What follows belongs to an exercise in optimizing a design on an open flow for small area; a production flow would make more cautious choices.
Function was checked by simulation only, so behaviour that the tests miss may differ from the original.
Power and IR drop assume default switching activity.

==> flow/config.mk <==
export PLATFORM = sky130hd
export DESIGN_NAME = mul16_top
export DESIGN_NICKNAME = mul16_top
export VERILOG_FILES = /design/flow/design.v
export SDC_FILE = /design/flow/constraint.sdc
export NUM_CORES = 4
export LEC_CHECK = 0
export ABC_AREA = 1
export CAP_MARGIN = 20
export CORE_MARGIN = 2
export CORE_UTILIZATION = 55
export CTS_BUF_LIST = sky130_fd_sc_hd__clkbuf_4 sky130_fd_sc_hd__clkbuf_8
export CTS_CLUSTER_SIZE = 16
export SLEW_MARGIN = 20
export SYNTH_HIERARCHICAL = 1
==> flow/standard.sh <==
#!/bin/bash
# synth_recipe.tcl (not shown) runs the flow's synth.tcl, then flattens the netlist and writes it again
# the make line also repeats each setting of config.mk as NAME=value (left out here)
make -C /OpenROAD-flow-scripts/flow DESIGN_CONFIG=/design/flow/config.mk WORK_HOME=/design/flow/orfs CLKGATE_MAP_FILE= SYNTH_SCRIPT=/design/flow/synth_recipe.tcl "${@:-finish}"
==> flow/constraint.sdc <==
create_clock -name core_clock -period 6.5 [get_ports {clk}]
set_input_delay 1.3000 -clock core_clock [delete_from_list [all_inputs] [get_ports {clk}]]
set_output_delay 1.3000 -clock core_clock [all_outputs]
set_load 0.01 [all_outputs]
==> flow/design.v <==
module half_adder(input wire a, input wire b, output wire s, output wire co);
    assign s  = a ^ b;
    assign co = a & b;
endmodule
module full_adder(input wire a, input wire b, input wire ci, output wire s, output wire co);
    assign s  = a ^ b ^ ci;
    assign co = (a & b) | (a & ci) | (b & ci);
endmodule
module booth_sel(input wire one, input wire two, input wire neg, input wire a, input wire am1, output wire x);
    assign x = ((one & a) | (two & am1)) ^ neg;
endmodule
module booth_sel1(input wire one, input wire neg, input wire a, output wire x);
    assign x = (one & a) ^ neg;
endmodule
module booth_selm(input wire one, input wire two, input wire neg, input wire a, output wire xn);
    assign xn = ~(((one | two) & a) ^ neg);
endmodule
module multi16x16(
    input   wire            a_signed,
    input   wire            b_signed,
    input   wire    [15:0]  mula,
    input   wire    [15:0]  mulb,
    output  wire    [31:0]  out
);
    wire a_top = a_signed & mula[15];
    wire b_top = b_signed & mulb[15];
    wire one0 = mulb[0];
    wire two0 = mulb[1] & ~mulb[0];
    wire neg0 = mulb[1];
    wire n1;
    assign n1 = (one0 & mula[0]) ^ neg0;
    wire n2;
    assign n2 = ((one0 & mula[1]) | (two0 & mula[0])) ^ neg0;
    wire n3;
    assign n3 = ((one0 & mula[2]) | (two0 & mula[1])) ^ neg0;
    wire n4;
    assign n4 = ((one0 & mula[3]) | (two0 & mula[2])) ^ neg0;
    wire n5;
    assign n5 = ((one0 & mula[4]) | (two0 & mula[3])) ^ neg0;
    wire n6;
    assign n6 = ((one0 & mula[5]) | (two0 & mula[4])) ^ neg0;
    wire n7;
    assign n7 = ((one0 & mula[6]) | (two0 & mula[5])) ^ neg0;
    wire n8;
    assign n8 = ((one0 & mula[7]) | (two0 & mula[6])) ^ neg0;
    wire n9;
    assign n9 = ((one0 & mula[8]) | (two0 & mula[7])) ^ neg0;
    wire n10;
    assign n10 = ((one0 & mula[9]) | (two0 & mula[8])) ^ neg0;
    wire n11;
    assign n11 = ((one0 & mula[10]) | (two0 & mula[9])) ^ neg0;
    wire n12;
    assign n12 = ((one0 & mula[11]) | (two0 & mula[10])) ^ neg0;
    wire n13;
    assign n13 = ((one0 & mula[12]) | (two0 & mula[11])) ^ neg0;
    wire n14;
    assign n14 = ((one0 & mula[13]) | (two0 & mula[12])) ^ neg0;
    wire n15;
    assign n15 = ((one0 & mula[14]) | (two0 & mula[13])) ^ neg0;
    wire n16;
    assign n16 = ((one0 & mula[15]) | (two0 & mula[14])) ^ neg0;
    wire n17;
    assign n17 = ((one0 & a_top) | (two0 & mula[15])) ^ neg0;
    wire n18;
    assign n18 = ~(((one0 | two0) & a_top) ^ neg0);
    wire one1 = mulb[2] ^ mulb[1];
    wire two1 = (mulb[3] & ~mulb[2] & ~mulb[1]) | (~mulb[3] & mulb[2] & mulb[1]);
    wire neg1 = mulb[3];
    wire n19;
    assign n19 = (one1 & mula[0]) ^ neg1;
    wire n20;
    assign n20 = ((one1 & mula[1]) | (two1 & mula[0])) ^ neg1;
    wire n21;
    assign n21 = ((one1 & mula[2]) | (two1 & mula[1])) ^ neg1;
    wire n22;
    assign n22 = ((one1 & mula[3]) | (two1 & mula[2])) ^ neg1;
    wire n23;
    assign n23 = ((one1 & mula[4]) | (two1 & mula[3])) ^ neg1;
    wire n24;
    assign n24 = ((one1 & mula[5]) | (two1 & mula[4])) ^ neg1;
    wire n25;
    assign n25 = ((one1 & mula[6]) | (two1 & mula[5])) ^ neg1;
    wire n26;
    assign n26 = ((one1 & mula[7]) | (two1 & mula[6])) ^ neg1;
    wire n27;
    assign n27 = ((one1 & mula[8]) | (two1 & mula[7])) ^ neg1;
    wire n28;
    assign n28 = ((one1 & mula[9]) | (two1 & mula[8])) ^ neg1;
    wire n29;
    assign n29 = ((one1 & mula[10]) | (two1 & mula[9])) ^ neg1;
    wire n30;
    assign n30 = ((one1 & mula[11]) | (two1 & mula[10])) ^ neg1;
    wire n31;
    assign n31 = ((one1 & mula[12]) | (two1 & mula[11])) ^ neg1;
    wire n32;
    assign n32 = ((one1 & mula[13]) | (two1 & mula[12])) ^ neg1;
    wire n33;
    assign n33 = ((one1 & mula[14]) | (two1 & mula[13])) ^ neg1;
    wire n34;
    assign n34 = ((one1 & mula[15]) | (two1 & mula[14])) ^ neg1;
    wire n35;
    assign n35 = ((one1 & a_top) | (two1 & mula[15])) ^ neg1;
    wire n36;
    assign n36 = ~(((one1 | two1) & a_top) ^ neg1);
    wire one2 = mulb[4] ^ mulb[3];
    wire two2 = (mulb[5] & ~mulb[4] & ~mulb[3]) | (~mulb[5] & mulb[4] & mulb[3]);
    wire neg2 = mulb[5];
    wire n37;
    assign n37 = (one2 & mula[0]) ^ neg2;
    wire n38;
    assign n38 = ((one2 & mula[1]) | (two2 & mula[0])) ^ neg2;
    wire n39;
    assign n39 = ((one2 & mula[2]) | (two2 & mula[1])) ^ neg2;
    wire n40;
    assign n40 = ((one2 & mula[3]) | (two2 & mula[2])) ^ neg2;
    wire n41;
    assign n41 = ((one2 & mula[4]) | (two2 & mula[3])) ^ neg2;
    wire n42;
    assign n42 = ((one2 & mula[5]) | (two2 & mula[4])) ^ neg2;
    wire n43;
    assign n43 = ((one2 & mula[6]) | (two2 & mula[5])) ^ neg2;
    wire n44;
    assign n44 = ((one2 & mula[7]) | (two2 & mula[6])) ^ neg2;
    wire n45;
    assign n45 = ((one2 & mula[8]) | (two2 & mula[7])) ^ neg2;
    wire n46;
    assign n46 = ((one2 & mula[9]) | (two2 & mula[8])) ^ neg2;
    wire n47;
    assign n47 = ((one2 & mula[10]) | (two2 & mula[9])) ^ neg2;
    wire n48;
    assign n48 = ((one2 & mula[11]) | (two2 & mula[10])) ^ neg2;
    wire n49;
    assign n49 = ((one2 & mula[12]) | (two2 & mula[11])) ^ neg2;
    wire n50;
    assign n50 = ((one2 & mula[13]) | (two2 & mula[12])) ^ neg2;
    wire n51;
    assign n51 = ((one2 & mula[14]) | (two2 & mula[13])) ^ neg2;
    wire n52;
    assign n52 = ((one2 & mula[15]) | (two2 & mula[14])) ^ neg2;
    wire n53;
    assign n53 = ((one2 & a_top) | (two2 & mula[15])) ^ neg2;
    wire n54;
    assign n54 = ~(((one2 | two2) & a_top) ^ neg2);
    wire one3 = mulb[6] ^ mulb[5];
    wire two3 = (mulb[7] & ~mulb[6] & ~mulb[5]) | (~mulb[7] & mulb[6] & mulb[5]);
    wire neg3 = mulb[7];
    wire n55;
    assign n55 = (one3 & mula[0]) ^ neg3;
    wire n56;
    assign n56 = ((one3 & mula[1]) | (two3 & mula[0])) ^ neg3;
    wire n57;
    assign n57 = ((one3 & mula[2]) | (two3 & mula[1])) ^ neg3;
    wire n58;
    assign n58 = ((one3 & mula[3]) | (two3 & mula[2])) ^ neg3;
    wire n59;
    assign n59 = ((one3 & mula[4]) | (two3 & mula[3])) ^ neg3;
    wire n60;
    assign n60 = ((one3 & mula[5]) | (two3 & mula[4])) ^ neg3;
    wire n61;
    assign n61 = ((one3 & mula[6]) | (two3 & mula[5])) ^ neg3;
    wire n62;
    assign n62 = ((one3 & mula[7]) | (two3 & mula[6])) ^ neg3;
    wire n63;
    assign n63 = ((one3 & mula[8]) | (two3 & mula[7])) ^ neg3;
    wire n64;
    assign n64 = ((one3 & mula[9]) | (two3 & mula[8])) ^ neg3;
    wire n65;
    assign n65 = ((one3 & mula[10]) | (two3 & mula[9])) ^ neg3;
    wire n66;
    assign n66 = ((one3 & mula[11]) | (two3 & mula[10])) ^ neg3;
    wire n67;
    assign n67 = ((one3 & mula[12]) | (two3 & mula[11])) ^ neg3;
    wire n68;
    assign n68 = ((one3 & mula[13]) | (two3 & mula[12])) ^ neg3;
    wire n69;
    assign n69 = ((one3 & mula[14]) | (two3 & mula[13])) ^ neg3;
    wire n70;
    assign n70 = ((one3 & mula[15]) | (two3 & mula[14])) ^ neg3;
    wire n71;
    assign n71 = ((one3 & a_top) | (two3 & mula[15])) ^ neg3;
    wire n72;
    assign n72 = ~(((one3 | two3) & a_top) ^ neg3);
    wire one4 = mulb[8] ^ mulb[7];
    wire two4 = (mulb[9] & ~mulb[8] & ~mulb[7]) | (~mulb[9] & mulb[8] & mulb[7]);
    wire neg4 = mulb[9];
    wire n73;
    assign n73 = (one4 & mula[0]) ^ neg4;
    wire n74;
    assign n74 = ((one4 & mula[1]) | (two4 & mula[0])) ^ neg4;
    wire n75;
    assign n75 = ((one4 & mula[2]) | (two4 & mula[1])) ^ neg4;
    wire n76;
    assign n76 = ((one4 & mula[3]) | (two4 & mula[2])) ^ neg4;
    wire n77;
    assign n77 = ((one4 & mula[4]) | (two4 & mula[3])) ^ neg4;
    wire n78;
    assign n78 = ((one4 & mula[5]) | (two4 & mula[4])) ^ neg4;
    wire n79;
    assign n79 = ((one4 & mula[6]) | (two4 & mula[5])) ^ neg4;
    wire n80;
    assign n80 = ((one4 & mula[7]) | (two4 & mula[6])) ^ neg4;
    wire n81;
    assign n81 = ((one4 & mula[8]) | (two4 & mula[7])) ^ neg4;
    wire n82;
    assign n82 = ((one4 & mula[9]) | (two4 & mula[8])) ^ neg4;
    wire n83;
    assign n83 = ((one4 & mula[10]) | (two4 & mula[9])) ^ neg4;
    wire n84;
    assign n84 = ((one4 & mula[11]) | (two4 & mula[10])) ^ neg4;
    wire n85;
    assign n85 = ((one4 & mula[12]) | (two4 & mula[11])) ^ neg4;
    wire n86;
    assign n86 = ((one4 & mula[13]) | (two4 & mula[12])) ^ neg4;
    wire n87;
    assign n87 = ((one4 & mula[14]) | (two4 & mula[13])) ^ neg4;
    wire n88;
    assign n88 = ((one4 & mula[15]) | (two4 & mula[14])) ^ neg4;
    wire n89;
    assign n89 = ((one4 & a_top) | (two4 & mula[15])) ^ neg4;
    wire n90;
    assign n90 = ~(((one4 | two4) & a_top) ^ neg4);
    wire one5 = mulb[10] ^ mulb[9];
    wire two5 = (mulb[11] & ~mulb[10] & ~mulb[9]) | (~mulb[11] & mulb[10] & mulb[9]);
    wire neg5 = mulb[11];
    wire n91;
    assign n91 = (one5 & mula[0]) ^ neg5;
    wire n92;
    assign n92 = ((one5 & mula[1]) | (two5 & mula[0])) ^ neg5;
    wire n93;
    assign n93 = ((one5 & mula[2]) | (two5 & mula[1])) ^ neg5;
    wire n94;
    assign n94 = ((one5 & mula[3]) | (two5 & mula[2])) ^ neg5;
    wire n95;
    assign n95 = ((one5 & mula[4]) | (two5 & mula[3])) ^ neg5;
    wire n96;
    assign n96 = ((one5 & mula[5]) | (two5 & mula[4])) ^ neg5;
    wire n97;
    assign n97 = ((one5 & mula[6]) | (two5 & mula[5])) ^ neg5;
    wire n98;
    assign n98 = ((one5 & mula[7]) | (two5 & mula[6])) ^ neg5;
    wire n99;
    assign n99 = ((one5 & mula[8]) | (two5 & mula[7])) ^ neg5;
    wire n100;
    assign n100 = ((one5 & mula[9]) | (two5 & mula[8])) ^ neg5;
    wire n101;
    assign n101 = ((one5 & mula[10]) | (two5 & mula[9])) ^ neg5;
    wire n102;
    assign n102 = ((one5 & mula[11]) | (two5 & mula[10])) ^ neg5;
    wire n103;
    assign n103 = ((one5 & mula[12]) | (two5 & mula[11])) ^ neg5;
    wire n104;
    assign n104 = ((one5 & mula[13]) | (two5 & mula[12])) ^ neg5;
    wire n105;
    assign n105 = ((one5 & mula[14]) | (two5 & mula[13])) ^ neg5;
    wire n106;
    assign n106 = ((one5 & mula[15]) | (two5 & mula[14])) ^ neg5;
    wire n107;
    assign n107 = ((one5 & a_top) | (two5 & mula[15])) ^ neg5;
    wire n108;
    assign n108 = ~(((one5 | two5) & a_top) ^ neg5);
    wire one6 = mulb[12] ^ mulb[11];
    wire two6 = (mulb[13] & ~mulb[12] & ~mulb[11]) | (~mulb[13] & mulb[12] & mulb[11]);
    wire neg6 = mulb[13];
    wire n109;
    assign n109 = (one6 & mula[0]) ^ neg6;
    wire n110;
    assign n110 = ((one6 & mula[1]) | (two6 & mula[0])) ^ neg6;
    wire n111;
    assign n111 = ((one6 & mula[2]) | (two6 & mula[1])) ^ neg6;
    wire n112;
    assign n112 = ((one6 & mula[3]) | (two6 & mula[2])) ^ neg6;
    wire n113;
    assign n113 = ((one6 & mula[4]) | (two6 & mula[3])) ^ neg6;
    wire n114;
    assign n114 = ((one6 & mula[5]) | (two6 & mula[4])) ^ neg6;
    wire n115;
    assign n115 = ((one6 & mula[6]) | (two6 & mula[5])) ^ neg6;
    wire n116;
    assign n116 = ((one6 & mula[7]) | (two6 & mula[6])) ^ neg6;
    wire n117;
    assign n117 = ((one6 & mula[8]) | (two6 & mula[7])) ^ neg6;
    wire n118;
    assign n118 = ((one6 & mula[9]) | (two6 & mula[8])) ^ neg6;
    wire n119;
    assign n119 = ((one6 & mula[10]) | (two6 & mula[9])) ^ neg6;
    wire n120;
    assign n120 = ((one6 & mula[11]) | (two6 & mula[10])) ^ neg6;
    wire n121;
    assign n121 = ((one6 & mula[12]) | (two6 & mula[11])) ^ neg6;
    wire n122;
    assign n122 = ((one6 & mula[13]) | (two6 & mula[12])) ^ neg6;
    wire n123;
    assign n123 = ((one6 & mula[14]) | (two6 & mula[13])) ^ neg6;
    wire n124;
    assign n124 = ((one6 & mula[15]) | (two6 & mula[14])) ^ neg6;
    wire n125;
    assign n125 = ((one6 & a_top) | (two6 & mula[15])) ^ neg6;
    wire n126;
    assign n126 = ~(((one6 | two6) & a_top) ^ neg6);
    wire one7 = mulb[14] ^ mulb[13];
    wire two7 = (mulb[15] & ~mulb[14] & ~mulb[13]) | (~mulb[15] & mulb[14] & mulb[13]);
    wire neg7 = mulb[15];
    wire n127;
    assign n127 = (one7 & mula[0]) ^ neg7;
    wire n128;
    assign n128 = ((one7 & mula[1]) | (two7 & mula[0])) ^ neg7;
    wire n129;
    assign n129 = ((one7 & mula[2]) | (two7 & mula[1])) ^ neg7;
    wire n130;
    assign n130 = ((one7 & mula[3]) | (two7 & mula[2])) ^ neg7;
    wire n131;
    assign n131 = ((one7 & mula[4]) | (two7 & mula[3])) ^ neg7;
    wire n132;
    assign n132 = ((one7 & mula[5]) | (two7 & mula[4])) ^ neg7;
    wire n133;
    assign n133 = ((one7 & mula[6]) | (two7 & mula[5])) ^ neg7;
    wire n134;
    assign n134 = ((one7 & mula[7]) | (two7 & mula[6])) ^ neg7;
    wire n135;
    assign n135 = ((one7 & mula[8]) | (two7 & mula[7])) ^ neg7;
    wire n136;
    assign n136 = ((one7 & mula[9]) | (two7 & mula[8])) ^ neg7;
    wire n137;
    assign n137 = ((one7 & mula[10]) | (two7 & mula[9])) ^ neg7;
    wire n138;
    assign n138 = ((one7 & mula[11]) | (two7 & mula[10])) ^ neg7;
    wire n139;
    assign n139 = ((one7 & mula[12]) | (two7 & mula[11])) ^ neg7;
    wire n140;
    assign n140 = ((one7 & mula[13]) | (two7 & mula[12])) ^ neg7;
    wire n141;
    assign n141 = ((one7 & mula[14]) | (two7 & mula[13])) ^ neg7;
    wire n142;
    assign n142 = ((one7 & mula[15]) | (two7 & mula[14])) ^ neg7;
    wire n143;
    assign n143 = ((one7 & a_top) | (two7 & mula[15])) ^ neg7;
    wire n144;
    assign n144 = ~(((one7 | two7) & a_top) ^ neg7);
    wire one8 = b_top ^ mulb[15];
    wire neg8 = b_top;
    wire n145;
    assign n145 = (one8 & mula[0]) ^ neg8;
    wire n146;
    assign n146 = (one8 & mula[1]) ^ neg8;
    wire n147;
    assign n147 = (one8 & mula[2]) ^ neg8;
    wire n148;
    assign n148 = (one8 & mula[3]) ^ neg8;
    wire n149;
    assign n149 = (one8 & mula[4]) ^ neg8;
    wire n150;
    assign n150 = (one8 & mula[5]) ^ neg8;
    wire n151;
    assign n151 = (one8 & mula[6]) ^ neg8;
    wire n152;
    assign n152 = (one8 & mula[7]) ^ neg8;
    wire n153;
    assign n153 = (one8 & mula[8]) ^ neg8;
    wire n154;
    assign n154 = (one8 & mula[9]) ^ neg8;
    wire n155;
    assign n155 = (one8 & mula[10]) ^ neg8;
    wire n156;
    assign n156 = (one8 & mula[11]) ^ neg8;
    wire n157;
    assign n157 = (one8 & mula[12]) ^ neg8;
    wire n158;
    assign n158 = (one8 & mula[13]) ^ neg8;
    wire n159;
    assign n159 = (one8 & mula[14]) ^ neg8;
    wire n160;
    assign n160 = (one8 & mula[15]) ^ neg8;
    wire n161, n162;
    half_adder ha1 (.a(neg0), .b(n1), .s(n161), .co(n162));
    wire n163, n164;
    half_adder ha2 (.a(n2), .b(n162), .s(n163), .co(n164));
    wire n165, n166;
    full_adder fa1 (.a(neg1), .b(n3), .ci(n19), .s(n165), .co(n166));
    wire n167, n168;
    half_adder ha3 (.a(n164), .b(n165), .s(n167), .co(n168));
    wire n169, n170;
    full_adder fa2 (.a(n4), .b(n20), .ci(n166), .s(n169), .co(n170));
    wire n171, n172;
    half_adder ha4 (.a(n168), .b(n169), .s(n171), .co(n172));
    wire n173, n174;
    full_adder fa3 (.a(neg2), .b(n5), .ci(n21), .s(n173), .co(n174));
    wire n175, n176;
    full_adder fa4 (.a(n37), .b(n173), .ci(n170), .s(n175), .co(n176));
    wire n177, n178;
    half_adder ha5 (.a(n172), .b(n175), .s(n177), .co(n178));
    wire n179, n180;
    full_adder fa5 (.a(n6), .b(n22), .ci(n38), .s(n179), .co(n180));
    wire n181, n182;
    full_adder fa6 (.a(n174), .b(n179), .ci(n176), .s(n181), .co(n182));
    wire n183, n184;
    half_adder ha6 (.a(n178), .b(n181), .s(n183), .co(n184));
    wire n185, n186;
    full_adder fa7 (.a(neg3), .b(n7), .ci(n23), .s(n185), .co(n186));
    wire n187, n188;
    full_adder fa8 (.a(n39), .b(n55), .ci(n180), .s(n187), .co(n188));
    wire n189, n190;
    full_adder fa9 (.a(n185), .b(n187), .ci(n182), .s(n189), .co(n190));
    wire n191, n192;
    full_adder fa10 (.a(n8), .b(n24), .ci(n40), .s(n191), .co(n192));
    wire n193, n194;
    full_adder fa11 (.a(n56), .b(n186), .ci(n191), .s(n193), .co(n194));
    wire n195, n196;
    full_adder fa12 (.a(n188), .b(n193), .ci(n190), .s(n195), .co(n196));
    wire n197, n198;
    full_adder fa13 (.a(neg4), .b(n9), .ci(n25), .s(n197), .co(n198));
    wire n199, n200;
    full_adder fa14 (.a(n41), .b(n57), .ci(n73), .s(n199), .co(n200));
    wire n201, n202;
    full_adder fa15 (.a(n192), .b(n197), .ci(n199), .s(n201), .co(n202));
    wire n203, n204;
    half_adder ha7 (.a(n194), .b(n201), .s(n203), .co(n204));
    wire n205, n206;
    full_adder fa16 (.a(n10), .b(n26), .ci(n42), .s(n205), .co(n206));
    wire n207, n208;
    full_adder fa17 (.a(n58), .b(n74), .ci(n198), .s(n207), .co(n208));
    wire n209, n210;
    full_adder fa18 (.a(n200), .b(n205), .ci(n207), .s(n209), .co(n210));
    wire n211, n212;
    full_adder fa19 (.a(n202), .b(n209), .ci(n204), .s(n211), .co(n212));
    wire n213, n214;
    full_adder fa20 (.a(neg5), .b(n11), .ci(n27), .s(n213), .co(n214));
    wire n215, n216;
    full_adder fa21 (.a(n43), .b(n59), .ci(n75), .s(n215), .co(n216));
    wire n217, n218;
    full_adder fa22 (.a(n91), .b(n206), .ci(n213), .s(n217), .co(n218));
    wire n219, n220;
    full_adder fa23 (.a(n215), .b(n208), .ci(n217), .s(n219), .co(n220));
    wire n221, n222;
    full_adder fa24 (.a(n210), .b(n219), .ci(n212), .s(n221), .co(n222));
    wire n223, n224;
    full_adder fa25 (.a(n12), .b(n28), .ci(n44), .s(n223), .co(n224));
    wire n225, n226;
    full_adder fa26 (.a(n60), .b(n76), .ci(n92), .s(n225), .co(n226));
    wire n227, n228;
    full_adder fa27 (.a(n214), .b(n216), .ci(n223), .s(n227), .co(n228));
    wire n229, n230;
    full_adder fa28 (.a(n225), .b(n218), .ci(n227), .s(n229), .co(n230));
    wire n231, n232;
    full_adder fa29 (.a(n220), .b(n229), .ci(n222), .s(n231), .co(n232));
    wire n233, n234;
    full_adder fa30 (.a(neg6), .b(n13), .ci(n29), .s(n233), .co(n234));
    wire n235, n236;
    full_adder fa31 (.a(n45), .b(n61), .ci(n77), .s(n235), .co(n236));
    wire n237, n238;
    full_adder fa32 (.a(n93), .b(n109), .ci(n224), .s(n237), .co(n238));
    wire n239, n240;
    full_adder fa33 (.a(n226), .b(n233), .ci(n235), .s(n239), .co(n240));
    wire n241, n242;
    full_adder fa34 (.a(n237), .b(n228), .ci(n239), .s(n241), .co(n242));
    wire n243, n244;
    half_adder ha8 (.a(n230), .b(n241), .s(n243), .co(n244));
    wire n245, n246;
    full_adder fa35 (.a(n14), .b(n30), .ci(n46), .s(n245), .co(n246));
    wire n247, n248;
    full_adder fa36 (.a(n62), .b(n78), .ci(n94), .s(n247), .co(n248));
    wire n249, n250;
    full_adder fa37 (.a(n110), .b(n234), .ci(n236), .s(n249), .co(n250));
    wire n251, n252;
    full_adder fa38 (.a(n245), .b(n247), .ci(n238), .s(n251), .co(n252));
    wire n253, n254;
    full_adder fa39 (.a(n240), .b(n249), .ci(n251), .s(n253), .co(n254));
    wire n255, n256;
    full_adder fa40 (.a(n242), .b(n253), .ci(n244), .s(n255), .co(n256));
    wire n257, n258;
    full_adder fa41 (.a(neg7), .b(n15), .ci(n31), .s(n257), .co(n258));
    wire n259, n260;
    full_adder fa42 (.a(n47), .b(n63), .ci(n79), .s(n259), .co(n260));
    wire n261, n262;
    full_adder fa43 (.a(n95), .b(n111), .ci(n127), .s(n261), .co(n262));
    wire n263, n264;
    full_adder fa44 (.a(n246), .b(n248), .ci(n257), .s(n263), .co(n264));
    wire n265, n266;
    full_adder fa45 (.a(n259), .b(n261), .ci(n250), .s(n265), .co(n266));
    wire n267, n268;
    full_adder fa46 (.a(n263), .b(n252), .ci(n265), .s(n267), .co(n268));
    wire n269, n270;
    full_adder fa47 (.a(n254), .b(n267), .ci(n256), .s(n269), .co(n270));
    wire n271, n272;
    full_adder fa48 (.a(n16), .b(n32), .ci(n48), .s(n271), .co(n272));
    wire n273, n274;
    full_adder fa49 (.a(n64), .b(n80), .ci(n96), .s(n273), .co(n274));
    wire n275, n276;
    full_adder fa50 (.a(n112), .b(n128), .ci(n258), .s(n275), .co(n276));
    wire n277, n278;
    full_adder fa51 (.a(n260), .b(n262), .ci(n271), .s(n277), .co(n278));
    wire n279, n280;
    full_adder fa52 (.a(n273), .b(n275), .ci(n264), .s(n279), .co(n280));
    wire n281, n282;
    full_adder fa53 (.a(n277), .b(n266), .ci(n279), .s(n281), .co(n282));
    wire n283, n284;
    half_adder ha9 (.a(n268), .b(n281), .s(n283), .co(n284));
    wire n285, n286;
    full_adder fa54 (.a(neg8), .b(n17), .ci(n33), .s(n285), .co(n286));
    wire n287, n288;
    full_adder fa55 (.a(n49), .b(n65), .ci(n81), .s(n287), .co(n288));
    wire n289, n290;
    full_adder fa56 (.a(n97), .b(n113), .ci(n129), .s(n289), .co(n290));
    wire n291, n292;
    full_adder fa57 (.a(n145), .b(n272), .ci(n274), .s(n291), .co(n292));
    wire n293, n294;
    full_adder fa58 (.a(n285), .b(n287), .ci(n289), .s(n293), .co(n294));
    wire n295, n296;
    full_adder fa59 (.a(n276), .b(n278), .ci(n291), .s(n295), .co(n296));
    wire n297, n298;
    full_adder fa60 (.a(n293), .b(n280), .ci(n295), .s(n297), .co(n298));
    wire n299, n300;
    full_adder fa61 (.a(n282), .b(n297), .ci(n284), .s(n299), .co(n300));
    wire n301 = ~n18;
    wire n302, n303;
    full_adder fa62 (.a(n34), .b(n50), .ci(n66), .s(n302), .co(n303));
    wire n304, n305;
    full_adder fa63 (.a(n82), .b(n98), .ci(n114), .s(n304), .co(n305));
    wire n306, n307;
    full_adder fa64 (.a(n130), .b(n146), .ci(n301), .s(n306), .co(n307));
    wire n308, n309;
    full_adder fa65 (.a(n286), .b(n288), .ci(n290), .s(n308), .co(n309));
    wire n310, n311;
    full_adder fa66 (.a(n302), .b(n304), .ci(n306), .s(n310), .co(n311));
    wire n312, n313;
    full_adder fa67 (.a(n292), .b(n294), .ci(n308), .s(n312), .co(n313));
    wire n314, n315;
    full_adder fa68 (.a(n310), .b(n296), .ci(n312), .s(n314), .co(n315));
    wire n316, n317;
    half_adder ha10 (.a(n298), .b(n314), .s(n316), .co(n317));
    wire n318 = ~n35;
    wire n319, n320;
    full_adder fa69 (.a(n51), .b(n67), .ci(n83), .s(n319), .co(n320));
    wire n321, n322;
    full_adder fa70 (.a(n99), .b(n115), .ci(n131), .s(n321), .co(n322));
    wire n323, n324;
    full_adder fa71 (.a(n147), .b(n18), .ci(n318), .s(n323), .co(n324));
    wire n325, n326;
    full_adder fa72 (.a(n303), .b(n305), .ci(n307), .s(n325), .co(n326));
    wire n327, n328;
    full_adder fa73 (.a(n319), .b(n321), .ci(n323), .s(n327), .co(n328));
    wire n329, n330;
    full_adder fa74 (.a(n309), .b(n311), .ci(n325), .s(n329), .co(n330));
    wire n331, n332;
    full_adder fa75 (.a(n327), .b(n313), .ci(n329), .s(n331), .co(n332));
    wire n333, n334;
    full_adder fa76 (.a(n315), .b(n331), .ci(n317), .s(n333), .co(n334));
    wire n335, n336;
    full_adder fa77 (.a(n36), .b(n52), .ci(n68), .s(n335), .co(n336));
    wire n337, n338;
    full_adder fa78 (.a(n84), .b(n100), .ci(n116), .s(n337), .co(n338));
    wire n339, n340;
    full_adder fa79 (.a(n132), .b(n148), .ci(n35), .s(n339), .co(n340));
    wire n341, n342;
    full_adder fa80 (.a(n320), .b(n322), .ci(n324), .s(n341), .co(n342));
    wire n343, n344;
    full_adder fa81 (.a(n335), .b(n337), .ci(n339), .s(n343), .co(n344));
    wire n345, n346;
    full_adder fa82 (.a(n326), .b(n328), .ci(n341), .s(n345), .co(n346));
    wire n347, n348;
    full_adder fa83 (.a(n343), .b(n330), .ci(n345), .s(n347), .co(n348));
    wire n349, n350;
    half_adder ha11 (.a(n332), .b(n347), .s(n349), .co(n350));
    wire n351 = ~n53;
    wire n352, n353;
    full_adder fa84 (.a(n69), .b(n85), .ci(n101), .s(n352), .co(n353));
    wire n354, n355;
    full_adder fa85 (.a(n117), .b(n133), .ci(n149), .s(n354), .co(n355));
    wire n356, n357;
    full_adder fa86 (.a(n351), .b(n336), .ci(n338), .s(n356), .co(n357));
    wire n358, n359;
    full_adder fa87 (.a(n340), .b(n352), .ci(n354), .s(n358), .co(n359));
    wire n360, n361;
    full_adder fa88 (.a(n342), .b(n344), .ci(n356), .s(n360), .co(n361));
    wire n362, n363;
    full_adder fa89 (.a(n358), .b(n346), .ci(n360), .s(n362), .co(n363));
    wire n364, n365;
    full_adder fa90 (.a(n348), .b(n362), .ci(n350), .s(n364), .co(n365));
    wire n366, n367;
    full_adder fa91 (.a(n54), .b(n70), .ci(n86), .s(n366), .co(n367));
    wire n368, n369;
    full_adder fa92 (.a(n102), .b(n118), .ci(n134), .s(n368), .co(n369));
    wire n370, n371;
    full_adder fa93 (.a(n150), .b(n53), .ci(n353), .s(n370), .co(n371));
    wire n372, n373;
    full_adder fa94 (.a(n355), .b(n366), .ci(n368), .s(n372), .co(n373));
    wire n374, n375;
    full_adder fa95 (.a(n357), .b(n370), .ci(n359), .s(n374), .co(n375));
    wire n376, n377;
    full_adder fa96 (.a(n372), .b(n361), .ci(n374), .s(n376), .co(n377));
    wire n378, n379;
    half_adder ha12 (.a(n363), .b(n376), .s(n378), .co(n379));
    wire n380 = ~n71;
    wire n381, n382;
    full_adder fa97 (.a(n87), .b(n103), .ci(n119), .s(n381), .co(n382));
    wire n383, n384;
    full_adder fa98 (.a(n135), .b(n151), .ci(n380), .s(n383), .co(n384));
    wire n385, n386;
    full_adder fa99 (.a(n367), .b(n369), .ci(n381), .s(n385), .co(n386));
    wire n387, n388;
    full_adder fa100 (.a(n383), .b(n371), .ci(n373), .s(n387), .co(n388));
    wire n389, n390;
    full_adder fa101 (.a(n385), .b(n375), .ci(n387), .s(n389), .co(n390));
    wire n391, n392;
    full_adder fa102 (.a(n377), .b(n389), .ci(n379), .s(n391), .co(n392));
    wire n393, n394;
    full_adder fa103 (.a(n72), .b(n88), .ci(n104), .s(n393), .co(n394));
    wire n395, n396;
    full_adder fa104 (.a(n120), .b(n136), .ci(n152), .s(n395), .co(n396));
    wire n397, n398;
    full_adder fa105 (.a(n71), .b(n382), .ci(n384), .s(n397), .co(n398));
    wire n399, n400;
    full_adder fa106 (.a(n393), .b(n395), .ci(n386), .s(n399), .co(n400));
    wire n401, n402;
    full_adder fa107 (.a(n397), .b(n388), .ci(n399), .s(n401), .co(n402));
    wire n403, n404;
    half_adder ha13 (.a(n390), .b(n401), .s(n403), .co(n404));
    wire n405 = ~n89;
    wire n406, n407;
    full_adder fa108 (.a(n105), .b(n121), .ci(n137), .s(n406), .co(n407));
    wire n408, n409;
    full_adder fa109 (.a(n153), .b(n405), .ci(n394), .s(n408), .co(n409));
    wire n410, n411;
    full_adder fa110 (.a(n396), .b(n406), .ci(n398), .s(n410), .co(n411));
    wire n412, n413;
    full_adder fa111 (.a(n408), .b(n410), .ci(n400), .s(n412), .co(n413));
    wire n414, n415;
    full_adder fa112 (.a(n402), .b(n412), .ci(n404), .s(n414), .co(n415));
    wire n416, n417;
    full_adder fa113 (.a(n90), .b(n106), .ci(n122), .s(n416), .co(n417));
    wire n418, n419;
    full_adder fa114 (.a(n138), .b(n154), .ci(n89), .s(n418), .co(n419));
    wire n420, n421;
    full_adder fa115 (.a(n407), .b(n416), .ci(n418), .s(n420), .co(n421));
    wire n422, n423;
    full_adder fa116 (.a(n409), .b(n420), .ci(n411), .s(n422), .co(n423));
    wire n424, n425;
    half_adder ha14 (.a(n422), .b(n413), .s(n424), .co(n425));
    wire n426 = ~n107;
    wire n427, n428;
    full_adder fa117 (.a(n123), .b(n139), .ci(n155), .s(n427), .co(n428));
    wire n429, n430;
    full_adder fa118 (.a(n426), .b(n417), .ci(n419), .s(n429), .co(n430));
    wire n431, n432;
    full_adder fa119 (.a(n427), .b(n421), .ci(n429), .s(n431), .co(n432));
    wire n433, n434;
    full_adder fa120 (.a(n431), .b(n423), .ci(n425), .s(n433), .co(n434));
    wire n435, n436;
    full_adder fa121 (.a(n108), .b(n124), .ci(n140), .s(n435), .co(n436));
    wire n437, n438;
    full_adder fa122 (.a(n156), .b(n107), .ci(n428), .s(n437), .co(n438));
    wire n439, n440;
    full_adder fa123 (.a(n435), .b(n430), .ci(n437), .s(n439), .co(n440));
    wire n441, n442;
    half_adder ha15 (.a(n432), .b(n439), .s(n441), .co(n442));
    wire n443 = ~n125;
    wire n444, n445;
    full_adder fa124 (.a(n141), .b(n157), .ci(n443), .s(n444), .co(n445));
    wire n446, n447;
    full_adder fa125 (.a(n436), .b(n444), .ci(n438), .s(n446), .co(n447));
    wire n448, n449;
    full_adder fa126 (.a(n440), .b(n446), .ci(n442), .s(n448), .co(n449));
    wire n450, n451;
    full_adder fa127 (.a(n126), .b(n142), .ci(n158), .s(n450), .co(n451));
    wire n452, n453;
    full_adder fa128 (.a(n125), .b(n445), .ci(n450), .s(n452), .co(n453));
    wire n454, n455;
    full_adder fa129 (.a(n452), .b(n447), .ci(n449), .s(n454), .co(n455));
    wire n456 = ~n143;
    wire n457, n458;
    full_adder fa130 (.a(n159), .b(n456), .ci(n451), .s(n457), .co(n458));
    wire n459, n460;
    half_adder ha16 (.a(n457), .b(n453), .s(n459), .co(n460));
    wire n461, n462;
    full_adder fa131 (.a(n144), .b(n160), .ci(n143), .s(n461), .co(n462));
    wire n463, n464;
    full_adder fa132 (.a(n461), .b(n458), .ci(n460), .s(n463), .co(n464));
    wire n465, n466;
    half_adder ha17 (.a(n184), .b(n189), .s(n465), .co(n466));
    wire n467, n468;
    half_adder ha18 (.a(n196), .b(n203), .s(n467), .co(n468));
    wire n469, n470;
    half_adder ha19 (.a(n232), .b(n243), .s(n469), .co(n470));
    wire n471, n472;
    half_adder ha20 (.a(n270), .b(n283), .s(n471), .co(n472));
    wire n473, n474;
    half_adder ha21 (.a(n300), .b(n316), .s(n473), .co(n474));
    wire n475, n476;
    half_adder ha22 (.a(n334), .b(n349), .s(n475), .co(n476));
    wire n477, n478;
    half_adder ha23 (.a(n365), .b(n378), .s(n477), .co(n478));
    wire n479, n480;
    half_adder ha24 (.a(n392), .b(n403), .s(n479), .co(n480));
    wire n481, n482;
    half_adder ha25 (.a(n415), .b(n424), .s(n481), .co(n482));
    wire n483, n484;
    half_adder ha26 (.a(n434), .b(n441), .s(n483), .co(n484));
    wire n485, n486;
    half_adder ha27 (.a(n455), .b(n459), .s(n485), .co(n486));
    wire n487 = n195 & n466;
    wire n488 = n195 & n465;
    wire n489 = n211 & n468;
    wire n490 = n211 & n467;
    wire n491 = n231 & n221;
    wire n492 = n255 & n470;
    wire n493 = n255 & n469;
    wire n494 = n471 & n269;
    wire n495 = n473 & n299;
    wire n496 = n475 & n333;
    wire n497 = n477 & n364;
    wire n498 = n479 & n391;
    wire n499 = n481 & n414;
    wire n500 = n483 & n433;
    wire n501 = n454 & n448;
    wire n502 = n463 & n486;
    wire n503 = n463 & n485;
    wire n504 = n489 | (n490 & n487);
    wire n505 = n490 & n488;
    wire n506 = n493 & n491;
    wire n507 = n474 | (n495 & n472);
    wire n508 = n495 & n494;
    wire n509 = n478 | (n497 & n476);
    wire n510 = n497 & n496;
    wire n511 = n482 | (n499 & n480);
    wire n512 = n499 & n498;
    wire n513 = n501 & n484;
    wire n514 = n501 & n500;
    wire n515 = n492 | (n506 & n504);
    wire n516 = n506 & n505;
    wire n517 = n509 | (n510 & n507);
    wire n518 = n510 & n508;
    wire n519 = n513 | (n514 & n511);
    wire n520 = n514 & n512;
    wire n521 = n517 | (n518 & n515);
    wire n522 = n518 & n516;
    wire n523 = n519 | (n520 & n521);
    wire n524 = n520 & n522;
    wire n525 = n507 | (n508 & n515);
    wire n526 = n508 & n516;
    wire n527 = n511 | (n512 & n521);
    wire n528 = n512 & n522;
    wire n529 = n491 & n504;
    wire n530 = n491 & n505;
    wire n531 = n472 | (n494 & n515);
    wire n532 = n494 & n516;
    wire n533 = n476 | (n496 & n525);
    wire n534 = n496 & n526;
    wire n535 = n480 | (n498 & n521);
    wire n536 = n498 & n522;
    wire n537 = n484 | (n500 & n527);
    wire n538 = n500 & n528;
    wire n539 = n502 | (n503 & n523);
    wire n540 = n503 & n524;
    wire n541 = n468 | (n467 & n487);
    wire n542 = n467 & n488;
    wire n543 = n221 & n504;
    wire n544 = n221 & n505;
    wire n545 = n470 | (n469 & n529);
    wire n546 = n469 & n530;
    wire n547 = n269 & n515;
    wire n548 = n269 & n516;
    wire n549 = n299 & n531;
    wire n550 = n299 & n532;
    wire n551 = n333 & n525;
    wire n552 = n333 & n526;
    wire n553 = n364 & n533;
    wire n554 = n364 & n534;
    wire n555 = n391 & n521;
    wire n556 = n391 & n522;
    wire n557 = n414 & n535;
    wire n558 = n414 & n536;
    wire n559 = n433 & n527;
    wire n560 = n433 & n528;
    wire n561 = n448 & n537;
    wire n562 = n448 & n538;
    wire n563 = n486 | (n485 & n523);
    wire n564 = n485 & n524;
    wire n565 = n195 ^ n466;
    wire n566 = n467 ^ n487;
    wire n567 = n211 ^ n541;
    wire n568 = n221 ^ n504;
    wire n569 = n231 ^ n543;
    wire n570 = n469 ^ n529;
    wire n571 = n255 ^ n545;
    wire n572 = n269 ^ n515;
    wire n573 = n471 ^ n547;
    wire n574 = n299 ^ n531;
    wire n575 = n473 ^ n549;
    wire n576 = n333 ^ n525;
    wire n577 = n475 ^ n551;
    wire n578 = n364 ^ n533;
    wire n579 = n477 ^ n553;
    wire n580 = n391 ^ n521;
    wire n581 = n479 ^ n555;
    wire n582 = n414 ^ n535;
    wire n583 = n481 ^ n557;
    wire n584 = n433 ^ n527;
    wire n585 = n483 ^ n559;
    wire n586 = n448 ^ n537;
    wire n587 = n454 ^ n561;
    wire n588 = n485 ^ n523;
    wire n589 = n463 ^ n563;
    assign out[0] = n161;  
    assign out[1] = n163;  
    assign out[2] = n167;  
    assign out[3] = n171;  
    assign out[4] = n177;  
    assign out[5] = n183;  
    assign out[6] = n465;  
    assign out[7] = n565;  
    assign out[8] = n566;  
    assign out[9] = n567;  
    assign out[10] = n568;  
    assign out[11] = n569;  
    assign out[12] = n570;  
    assign out[13] = n571;  
    assign out[14] = n572;  
    assign out[15] = n573;  
    assign out[16] = n574;  
    assign out[17] = n575;  
    assign out[18] = n576;  
    assign out[19] = n577;  
    assign out[20] = n578;  
    assign out[21] = n579;  
    assign out[22] = n580;  
    assign out[23] = n581;  
    assign out[24] = n582;  
    assign out[25] = n583;  
    assign out[26] = n584;  
    assign out[27] = n585;  
    assign out[28] = n586;  
    assign out[29] = n587;  
    assign out[30] = n588;  
    assign out[31] = n589;  
endmodule
module mul16_top(
    input   wire            clk,
    input   wire            a_signed,
    input   wire            b_signed,
    input   wire    [15:0]  mula,
    input   wire    [15:0]  mulb,
    output  reg     [31:0]  p
);
reg             a_signed_q, b_signed_q;
reg     [15:0]  mula_q, mulb_q;
wire    [31:0]  prod;
always @(posedge clk) begin
    a_signed_q <= a_signed;
    b_signed_q <= b_signed;
    mula_q     <= mula;
    mulb_q     <= mulb;
    p          <= prod;
end
multi16x16 mult(
    .a_signed(a_signed_q),
    .b_signed(b_signed_q),
    .mula(mula_q),
    .mulb(mulb_q),
    .out(prod)
);
endmodule
==> flow/flow/run.sh <==
#!/bin/bash
# Standard ORFS layout (the standard.sh, unchanged synthesis), except that the
# port buffers inserted before global placement are the smallest buffer cell
# instead of the resizer's default choice. Full make/tool output goes to
# standard.log; ORFS keeps each step's own log under orfs/logs/.
set -euo pipefail
export BUFFER_PORTS_ARGS="-buffer_cell sky130_fd_sc_hd__buf_1"
bash standard.sh > standard.log 2>&1
==> impl_results.md, run 1 <==
* Worst setup SP type: flip-flop
* Die span in x at roughly 120 um
* Num Clock Sinks at 66
* Setup violations, final at 0
* IO buf count at 66
* Distinct cells, synth at 30
* Post-synthesis sequential area ratio at approximately 17%
* Root buffer cell: clkbuf_8
* Synth Area per Inst at approximately 10 um^2
* Total gr overflow at 0
* Post-CTS setup buffers at 0
* Slew Limit Fails at 0
* CTS clock-pin slew for the worst setup and hold paths at ~0.080 ns
* P&R area growth vs syn at 2.27%
* Final Cycle Share at 90.3%
* Antenna cells at 0
* Mapped Area at 8010 um^2
* Setup tns final at 0 ns
* CTS tree: yes
* Required time of the critical path at 6.76 ns
* CP Capture Type: flip-flop
* Boundary Pins at 67
* Fmax achieved at 170 MHz
* Area post-placement at 8000 um^2
* Worst Hold Class: reg2reg
* Cts-stage hold buffer count at 0
* CP max FO at 15
* Final HPWL DP at roughly 14000 um
* GPL Wtd Cong at 0.894
* Area of the die at 15500 um^2
* Min Tclk post-route at 5.87 ns
* Slew headroom at ~37%
* Wire per inst at about 20 um
* Leak at 3.48 nW
* Final hold violations at 0
* Cts repair resizes at 0
* Layout cells sized above 1 at 6.19%
* VDD IR max at roughly 0.54 mV
* Routed Antenna Nets at 0
* # DRC at 0
* Synth Instances at a little under 800
* H-tree levels at 3
* Yosys warning count at 7
* Fin Clk Skew at between 0.009 and 0.01 ns
* Max_cap viols at 0
* Crit Path Category: reg2reg
* DRT Pass-1 Iters at 6
* Slew at the pin with the worst max-slew slack at 0.941 ns
* Initial core utilization at 55.7%
* Core area at 14400 um^2
* Die Ht at 125 um
* CTS Buf Count at 9
* FP Rows at 44
* Final wirelength at 19100 um
* Vias in the first global route at 5953
* Arrival time at the worst endpoint at 6.13 ns
* Largest net degree at the start of global routing at 22
* Register bit total from synthesis at between 60 and 70
* DR iter-0 viols at 369
* Outcome: complete, no violations
* PD cells at about 650 nW/um^2
* Drt via density at ~5.8
* Vias at around 5700
* Initial antenna violation count at 0
* Post-Syn Nets at 991
* Total GRT Usage at 25.6%
* Final Cell Area at 8190 um^2
* Skew-Pair Late Insertion Delay at 0.38 ns
* Fin nets at around 990
* RSZ-0062 raised after global routing: false
* First-pass GRT wire length at 31300 um
* Clock Path Buffers at 2
-- worst max-delay path: stages, from the launching register on --
cell and delay, ns:
dfxtp_1 0.45, inv_1 0.08, nor2_1 0.72, o21ai_0 0.49, fa_1 0.60, fa_1 0.41, fa_1 0.53, fa_1 0.42
ha_1 0.20, fa_1 0.37, ha_1 0.32, nand2_1 0.07, nor2_1 0.11, inv_1 0.05, nor2_1 0.08, nand2_1 0.06
nand2_1 0.19, nand3_1 0.10, o21ai_0 0.13, ha_1 0.21, nor2_1 0.05, xnor2_1 0.11
-- synth_stat cells --
library cell / instances / area (um^2)
dfxtp_1: 66 / 1320
o22ai_2: 13 / 163
ha_1: 40 / 500
nand3_1: 4 / 20.0
nand2_1: 73 / 274
clkbuf_1: 5 / 18.8
buf_4: 39 / 293
o22ai_1: 101 / 632
fa_1: 132 / 2640
xor2_1: 135 / 1180
inv_1: 37 / 139
a21oi_1: 23 / 115
a22oi_1: 1 / 7.51
buf_6: 9 / 101
clkinv_1: 1 / 3.75
buf_2: 24 / 120
o221ai_1: 13 / 114
inv_2: 1 / 3.75
nand4_1: 1 / 6.26
or2_4: 1 / 8.76
nand2_2: 7 / 43.8
nand2_4: 2 / 22.5
buf_1: 6 / 22.5
a31o_2: 1 / 8.76
or2_1: 6 / 37.5
o21ai_0: 4 / 20.0
nor2_1: 27 / 101
xnor2_1: 3 / 26.3
a31oi_1: 7 / 43.8
o21bai_1: 2 / 15.0
-- flip-flops by register name, indices dropped and copies added (netlist names) --
name	flops
b_signed_q	1
mula_q	16
p	32
mulb_q	16
a_signed_q	1
-- metal layers --
layer  vias to the layer above  share of wire [%]  track usage (%)
li1                       2616                  -                -
met1                      2834                 44             35.1
met2                       190                 48             42.0
met3                        25                6.4             5.88
met4                         0                1.4             5.49
met5                         -                  0                0
-- power breakdown --
part | leakage, nW | total [mW] | switching (mW) | internal (mW)
clock | 0.0917 | 0.355 | 0.179 | 0.176
combinational | 2.83 | 4.31 | 2.39 | 1.93
sequential | 0.557 | 0.670 | 0.0340 | 0.636
-- per-module statistics from Yosys, one instance, submodules excluded --
module,cells,cell area (um^2),copies in the design,flip-flops and latches
full_adder,1,20.0,132,0
half_adder,1,12.5,27,0
multi16x16,559,3710,1,0
mul16_top,66,1320,1,66
-- per-stage QoR --
stage | std cells | power, mW | hold slack, ns | setup WS, ns | util, %
after CTS | 975 | 5.45 | 0.659 | 0.653 | 57.0
final | 975 | 5.34 | 0.660 | 0.632 | 57.0
after global routing | 975 | 6.16 | 0.691 | 0.220 | 57.0
after floorplan | 784 | 5.61 | 0.568 | 1.40 | -
after global placement | 960 | 4.94 | 0.640 | 0.826 | 55.7
after detailed placement | 960 | 5.03 | 0.633 | 0.671 | 55.7
-- kinds of logic (layout without fill, tap and decap cells) --
group                    Yosys count  after routing  share of synthesized area (%)
adder cells (fa/ha/maj)          172            172                           39.2
AO/OA/AOI/OAI                    165            165                           14.0
XOR/XNOR                         138            138                           15.1
buffers and inverters            122            129                           8.77
AND/OR/NAND/NOR                  121            121                           6.42
flip-flops                        66             66                           16.5
-- path summary, 6_finish.rpt --
kind / startpoint / to / slack, ns / depth (start not counted)
max: mulb_q[0]$_DFF_P_ / p[31]$_DFF_P_ / 0.63 / 21
min: mula_q[0]$_DFF_P_ / p[1]$_DFF_P_ / 0.66 / 2
max reg2reg: mulb_q[0]$_DFF_P_ / p[31]$_DFF_P_ / 0.63 / 21
min reg2reg: mula_q[0]$_DFF_P_ / p[1]$_DFF_P_ / 0.66 / 2
-- area by class of cell --
class                      instances  area, um^2
fill                            1293        6180
multi-input combinational        596        5980
sequential                        66        1320
timing repair buffer              75         315
tap                              184         230
inverter                          39         146
clock buffer                       9         124
clock inverter                     6        67.6
-- placed cells by master (no fill, tap or decap), types with 2 or more instances in the layout --
master	n
a21oi_1	23
a31oi_1	7
buf_1	66
buf_4	9
clkbuf_8	9
clkinvlp_4	2
dfxtp_1	66
fa_1	132
ha_1	40
inv_1	37
nand2_1	73
nand2_2	7
nand2_4	2
nand3_1	4
nor2_1	27
o21ai_0	4
o21bai_1	2
o221ai_1	13
o22ai_1	101
o22ai_2	13
or2_1	6
xnor2_1	3
xor2_1	135
==> inputs of run 2 (changes only) <==
==> flow/flow/run.sh (replaced) <==
#!/bin/bash
# Standard ORFS layout (the standard.sh, unchanged synthesis), except:
#  - the port buffers inserted before global placement are the smallest buffer
#    cell instead of the resizer's default choice;
#  - clock tree synthesis does not add dummy loads to balance the tree.
# Full make/tool output goes to standard.log; ORFS keeps each step's own log
# under orfs/logs/.
set -euo pipefail
export BUFFER_PORTS_ARGS="-buffer_cell sky130_fd_sc_hd__buf_1"
export CTS_ARGS="-sink_clustering_enable -repair_clock_nets -dont_use_dummy_load -sink_clustering_size 16 -buf_list {sky130_fd_sc_hd__clkbuf_4 sky130_fd_sc_hd__clkbuf_8}"
bash standard.sh > standard.log 2>&1
==> impl_results.md, run 2 <==
* Boundary Pins at between 60 and 70
* Die Ht at 125 um
* Setup tns final at 0 ns
* Post-Syn Nets at 991
* Worst setup SP type: flip-flop
* Primary FF master, synth: dfxtp_1
* Cell repeated most along the worst path: fa_1
* Area of the die at 15500 um^2
* Antenna cells at 0
* FF-to-FF path depth at 21
* P&R area growth vs syn at 1.42%
* CP Capture Type: flip-flop
* PD cells at 646 nW/um^2
* Cell taking the most area after synthesis: fa_1
* # DRC at 0
* Post-synth top area share at 33.0%
* RSZ-0062 raised after global routing: false
* Distinct cells, synth at 30
* H-tree levels at 3
* Root buffer cell: clkbuf_8
* Largest net degree at the start of global routing at 22
* Total GRT Usage at roughly 26%
* CP max FO at 15
* Final hold violations at 0
* IO buf count at 66
* Commonest cells after routing, fill and taps aside: xor2_1, fa_1, o22ai_1
* Outcome: complete, no violations
* Arrival time at the worst endpoint at slightly above 6 ns
* Initial core utilization at 55.7%
* Final worst slack at 0.616 ns
* Async set-or-reset flop fraction in the synthesized netlist at 0%
* Sw Ratio at ~50%
* Core area at 14400 um^2
* Max_cap viols at 0
* Cell family with most CP delay: adder cells
* Num Clock Sinks at 66
* Final HPWL DP at 14400 um
* Worst hold stages at 2
* Vias at 5676
* Synth Area per Inst at 10.2 um^2
* Clock Path Buffers at 2
* DR iter-0 viols at between 300 and 400
* Post-synthesis sequential area ratio at around 17%
* Bufs and invs on worst path at 2
* Routed Antenna Nets at 0
* Clk pwr share at 5.2%
* FP Rows at 44
* Fin util at 56.5%
* Reg with most FFs: p
* EDFF count, synth at 0
* Most frequent cells after synthesis: xor2_1, fa_1, o22ai_1
* Required time of the critical path at 6.75 ns
* First-pass GRT wire length at 31300 um
* CTS Buf Count at 9
* Drt via density at 5.86
* Fin Clk Skew at about 0.022 ns
* VDD IR max at 0.540 mV
* Mapped Area at between 8000 and 9000 um^2
* Most common cell after layout, fill and taps aside: xor2_1
* Register bit total from synthesis at 66
* Fillers at 1297
* Initial antenna violation count at 0
* Synth top area cells: fa_1, dfxtp_1, xor2_1, o22ai_1, ha_1
* Worst Hold Class: reg2reg
* Crit path cell chain: inv_1 -> nor2_1 -> o21ai_0 -> fa_1 -> fa_1 -> fa_1 -> fa_1 -> ha_1 -> fa_1 -> ha_1 -> nand2_1 -> nor2_1 -> inv_1 -> nor2_1 -> nand2_1 -> nand2_1 -> nand3_1 -> o21ai_0 -> ha_1 -> nor2_1 -> xnor2_1
* Seq pwr share at ~13%
* GPL Wtd Cong at 0.894
* Final wirelength at approximately 19000 um
* Fin nets at 994
* Logic pwr share at 82.0%
* Yosys warning count at 7
* Pre-CTS setup slack at 0.671 ns
* Cts repair resizes at 0
* Cts-stage hold buffer count at 0
* Crit-path slowest cell: nor2_1
* Slew at the pin with the worst max-slew slack at approximately 0.94 ns
* Pwr Total at 5.25 mW
* Wire per inst at 19.7 um
* DRT Pass-1 Iters at 5
* Die span in x at 125 um
* Power Internal at 2.68 mW
* Vias in the first global route at 5940
* Layout cells sized above 1 at around 5.5%
* Slew headroom at 37.4%
* Fmax achieved at 170 MHz
* Crit Path Category: reg2reg
* Slew Limit Fails at 0
* CTS tree: yes
* CTS clock-pin slew for the worst setup and hold paths at 0.08 ns
* Skew-Pair Late Insertion Delay at 0.38 ns
* WP depth at 21
* Top-count cell post-synth: xor2_1
* Post-CTS setup buffers at 0
* Max FFs per register at 32
* Setup violations, final at 0
* Biggest regs: p (32), mula_q (16), mulb_q (16)
* Total gr overflow at 0
* Min Tclk post-route at slightly below 6 ns
* Synth Instances at 784
* Final Cycle Share at 90.5%
* Leak at 3.46 nW
* Switching power at 2.57 mW
* Slowest stage delay, CP at around 0.71 ns
run 2: cell counts after synthesis:
Identical to the previous run, type by type.
run 2: routing by layer:
| metal | global-route usage [%] | part of all wire [%] | up-vias |
|---|---|---|---|
| met3 | 5.88 | 6.9 | 20 |
| li1 | - | - | 2603 |
| met2 | 41.9 | 48 | 198 |
| met1 | 35.2 | 44 | 2855 |
| met4 | 5.49 | 1.1 | 0 |
| met5 | 0 | 0 | - |
run 2: area by class of cell:
| class | count | area (um^2) | share of cell area [%] |
|---|---|---|---|
| inverters | 39 | 146 | 1.80 |
| well taps | 184 | 230 | 2.83 |
| clock buffers | 9 | 124 | 1.53 |
| repair buffers | 75 | 315 | 3.88 |
| multi-input cells | 596 | 5980 | 73.7 |
| flip-flops and latches | 66 | 1320 | 16.3 |
run 2: final timing paths:
kind              slack, ns             to         startpoint
setup / recovery       0.62  p[31]$_DFF_P_  mulb_q[0]$_DFF_P_
hold / removal         0.67   p[1]$_DFF_P_  mula_q[0]$_DFF_P_
setup reg to reg       0.62  p[31]$_DFF_P_  mulb_q[0]$_DFF_P_
hold reg to reg        0.67   p[1]$_DFF_P_  mula_q[0]$_DFF_P_
run 2: through the flow:
| step | instances | cell area, um^2 | hold WS (ns) |
|---|---|---|---|
| after floorplan | 784 | 8010 | 0.568 |
| after global placement | 960 | 8000 | 0.640 |
| after detailed placement | 960 | 8000 | 0.633 |
| after CTS | 969 | 8120 | 0.659 |
| after global routing | 969 | 8120 | 0.691 |
| final | 969 | 8120 | 0.665 |
run 2: worst min-delay path, cell delays in order (launching register included):
cell	delay (ns)
dfxtp_1	0.32
o221ai_1	0.18
ha_1	0.13
run 2: modules after synthesis (local to each module, per instance):
| module | cells inside | times used |
|---|---|---|
| full_adder | 1 | 132 |
| mul16_top | 66 | 1 |
| multi16x16 | 559 | 1 |
| half_adder | 1 | 27 |
run 2: logic make-up (layout without fill, tap and decap cells):
kind of cell / count (synthesis) / count (layout) / synth area share, %
AND/OR/NAND/NOR: 121 / 121 / 6.42
XOR/XNOR: 138 / 138 / 15.1
adder cells (fa/ha/maj): 172 / 172 / 39.2
AO/OA/AOI/OAI: 165 / 165 / 14.0
buffers and inverters: 122 / 123 / 8.77
flip-flops: 66 / 66 / 16.5
run 2: power groups by stage:
stage | Combinational, mW | Sequential, mW | Clock, mW
6_report | 4.30 | 0.671 | 0.275
5_1_grt | 5.10 | 0.682 | 0.300
4_1_cts | 4.41 | 0.673 | 0.283
3_5_place_dp | 4.35 | 0.682 | 0
3_3_place_gp | 4.26 | 0.678 | 0
2_1_floorplan | 4.88 | 0.738 | 0
==> inputs of run 3 (changes only) <==
--- a/flow/flow/run.sh
+++ b/flow/flow/run.sh
@@ -9,3 +9,3 @@
 export BUFFER_PORTS_ARGS="-buffer_cell sky130_fd_sc_hd__buf_1"
-export CTS_ARGS="-sink_clustering_enable -repair_clock_nets -dont_use_dummy_load -sink_clustering_size 16 -buf_list {sky130_fd_sc_hd__clkbuf_4 sky130_fd_sc_hd__clkbuf_8}"
+export CTS_ARGS="-sink_clustering_enable -repair_clock_nets -dont_use_dummy_load -sink_clustering_size 12 -root_buf sky130_fd_sc_hd__clkbuf_4 -buf_list {sky130_fd_sc_hd__clkbuf_4}"
 bash standard.sh > standard.log 2>&1
==> impl_results.md, run 3 <==
* Outcome: complete, no violations
* IO buf count at between 60 and 70
* Yosys warning count at 7
* Worst Hold Launch: mula_q[0]$_DFF_P_
* Distinct cells, synth at 30
* Hold path endpoint: p[1]$_DFF_P_
* Setup tns final at 0 ns
* Skew-Pair Late Insertion Delay at 0.45 ns
* Min Tclk post-route at between 5 and 6 ns
* CP Capture Type: flip-flop
* Layout cells sized above 1 at 5.48%
* Worst Hold Class: reg2reg
* Crit Reg-Reg Startpoint: mulb_q[0]$_DFF_P_
* Area of the die at 15500 um^2
* Total GRT Usage at 25.7%
* Final Cycle Share at 90.4%
* PD cells at around 640 nW/um^2
* Hold WS at 0.667 ns
* H-tree levels at 3
* Final worst slack at 0.621 ns
* FP Rows at 44
* Synth Instances at 784
* EDFF count, synth at 0
* RR Endpoint: p[31]$_DFF_P_
* Clk pwr share at 3.9%
* Post-synthesis simple-gate area fraction at 6.42%
* Final HPWL DP at 14400 um
* Drt via density at 5.80
* Compound-cell area share of the yosys netlist at 14.0%
* P&R area growth vs syn at 0.781%
* Max_cap viols at 0
* Power Internal at around 2.6 mW
* Switching power at 2.56 mW
* Synth top area cells: fa_1, dfxtp_1, xor2_1, o22ai_1, ha_1
* Most frequent cells after synthesis: xor2_1, fa_1, o22ai_1
* Initial antenna violation count at 2
* Cts-stage hold buffer count at 0
* Cts repair resizes at 0
* Fmax achieved at 170 MHz
* Primary FF master, synth: dfxtp_1
* Core area at approximately 14000 um^2
* Logic pwr share at 83.2%
* CP max FO at 15
* Seq pwr share at 12.9%
* Commonest cells after routing, fill and taps aside: xor2_1, fa_1, o22ai_1
* Worst hold stages at 2
* Fin Clk Skew at around 0.032 ns
* Slew at the pin with the worst max-slew slack at ~0.90 ns
* Synth Area per Inst at 10.2 um^2
* Vias at 5632
* CTS tree: yes
* Post-CTS setup buffers at 0
* Root buffer cell: clkbuf_4
* Vias in the first global route at 5930
* VDD IR max at 0.523 mV
* Wire per inst at between 15 and 20 um
* Placed Cells at 960
* Fillers at 1307
* RSZ-0062 raised after global routing: false
* Adder-cell share of the synthesized area at 39.3%
* Largest net degree at the start of global routing at 22
* CTS Buf Count at 9
* CTS clock-pin slew for the worst setup and hold paths at ~0.12 ns
* Mapped Area at 8010 um^2
* Register bit total from synthesis at 66
* # DRC at 0
* Setup violations, final at 0
* Most common cell after layout, fill and taps aside: xor2_1
* Fin util at ~56%
* Sw Ratio at 49.4%
* Num Clock Sinks at 66
* Main combinational cell family by area after synthesis: adder cells
* Cell taking the most area after synthesis: fa_1
* Initial core utilization at 55.7%
* Reg-to-reg setup timing slack at 0.62 ns
* FF-to-FF path depth at 21
* Biggest regs: p (32), mula_q (16), mulb_q (16)
* Final hold violations at 0
* Required time of the critical path at 6.83 ns
* Max FFs per register at 32
* Clock Path Buffers at 2
* DRT Pass-1 Iters at 5
* GPL Wtd Cong at between 0.8 and 0.9
* Post-synth top area share at 33.0%
* Top-count cell post-synth: xor2_1
* Final wirelength at 19000 um
* Routed Antenna Nets at 0
* Post-synthesis xor/xnor area fraction at 15.1%
* Total gr overflow at 0
* Slew Limit Fails at 0
* Die Ht at 125 um
* Pre-CTS setup slack at 0.671 ns
* Reg with most FFs: p
* First-pass GRT wire length at approximately 31000 um
* Slew headroom at about 40%
* Crit Path Category: reg2reg
* Mux cell area share after synthesis at 0%
* DR iter-0 viols at 352
* Boundary Pins at 67
* Worst setup SP type: flip-flop
* Post-synthesis sequential area ratio at 16.5%
* Arrival time at the worst endpoint at 6.21 ns
* Post-Syn Nets at 991
* Async set-or-reset flop fraction in the synthesized netlist at 0%
* Non-Filler Instances at roughly 970
* Die span in x at 125 um
* Leak at 3.43 nW
* Fin nets at 994
[run 3: cell counts after synthesis]
No cell type changed its count.
[run 3: final cells by class]
| type | instances | area (um^2) | share of cell area (%) |
|---|---|---|---|
| Tap cell | 184 | 230 | 2.85 |
| Antenna cell | 2 | 5.00 | 0.0620 |
| Sequential cell | 66 | 1320 | 16.4 |
| Multi-Input combinational cell | 596 | 5980 | 74.2 |
| Timing Repair Buffer | 75 | 315 | 3.91 |
| Clock buffer | 9 | 67.6 | 0.837 |
| Inverter | 39 | 146 | 1.81 |
[run 3: cells by family after synthesis]
kind of cell | count (synthesis)
xor+xnor | 138
simple gates | 121
flops | 66
compound gates | 165
buf+inv | 122
fa+ha+maj | 172
[run 3: power groups by stage]
stage | logic, mW | registers, mW | clock network, mW
final | 4.32 | 0.670 | 0.203
after global routing | 5.10 | 0.681 | 0.234
after CTS | 4.41 | 0.672 | 0.216
after detailed placement | 4.35 | 0.682 | 0
after global placement | 4.26 | 0.678 | 0
after floorplan | 4.88 | 0.738 | 0
[run 3: Yosys stat by module (local to each module, per instance)]
module	area (um^2)	cells inside	flip-flops and latches
multi16x16	3710	559	0
mul16_top	1320	66	66
full_adder	20.0	1	0
half_adder	12.5	1	0
[run 3: layer usage]
layer	up-vias	part of all wire, %	global-route usage [%]
met1	2812	45	35.0
met4	0	1.3	5.29
met2	187	48	41.8
li1	2613	-	-
met3	20	6.3	6.53
met5	-	0	0
[run 3: worst max path at each step]
stage	start	end	slack, ns
3_5_place_dp	mulb_q[0]$_DFF_P_	p[31]$_DFF_P_	0.67
4_1_cts	mulb_q[0]$_DFF_P_	p[31]$_DFF_P_	0.62
6_report	mulb_q[0]$_DFF_P_	p[31]$_DFF_P_	0.62
5_1_grt	mulb_q[0]$_DFF_P_	p[31]$_DFF_P_	0.18
2_1_floorplan	mulb_q[1]$_DFF_P_	p[31]$_DFF_P_	1.40
3_3_place_gp	mulb_q[0]$_DFF_P_	p[31]$_DFF_P_	0.83
[run 3: stage by stage]
step,instance area (um^2),power [mW]
CTS,8070,5.30
global placement,8000,4.94
detailed placement,8000,5.03
finish,8070,5.19
floorplan,8010,5.61
global route,8070,6.01
[run 3: critical path: stages (launching register included)]
cell,delay (ns)
dfxtp_1,0.46
inv_1,0.08
nor2_1,0.69
o21ai_0,0.48
fa_1,0.60
fa_1,0.42
fa_1,0.53
fa_1,0.42
ha_1,0.20
fa_1,0.37
ha_1,0.32
nand2_1,0.07
nor2_1,0.11
inv_1,0.05
nor2_1,0.08
nand2_1,0.06
nand2_1,0.19
nand3_1,0.10
o21ai_0,0.13
ha_1,0.21
nor2_1,0.05
xnor2_1,0.11

[static timing again, ports no longer ideal]
No port has a modelled driver above. Below, the same layouts with a new extraction and two added sets of constraints.
Step 1: set_driving_cell puts a clkbuf_16 on clk and a buf_2 on each other input, an assumption about the parent block.
Step 2 also shifts input and output timing later by t, the mid clock arrival at the registers, as if the neighbouring blocks saw the same clock.
Slacks: ideal ports / drivers / drivers and shift; pairs: ideal ports / drivers.
run	t, ns	setup slack, ns	worst register clock-pin slew, ns	worst slew at a driven data input, ns
run 1	0.407	0.632 / 0.632 / 0.632	0.08 / 0.08	0.03
run 2	0.402	0.616 / 0.616 / 0.616	0.08 / 0.08	0.03
run 3	0.476	0.621 / 0.621 / 0.621	0.12 / 0.12	0.03
After both steps every run listed still meets setup and hold.
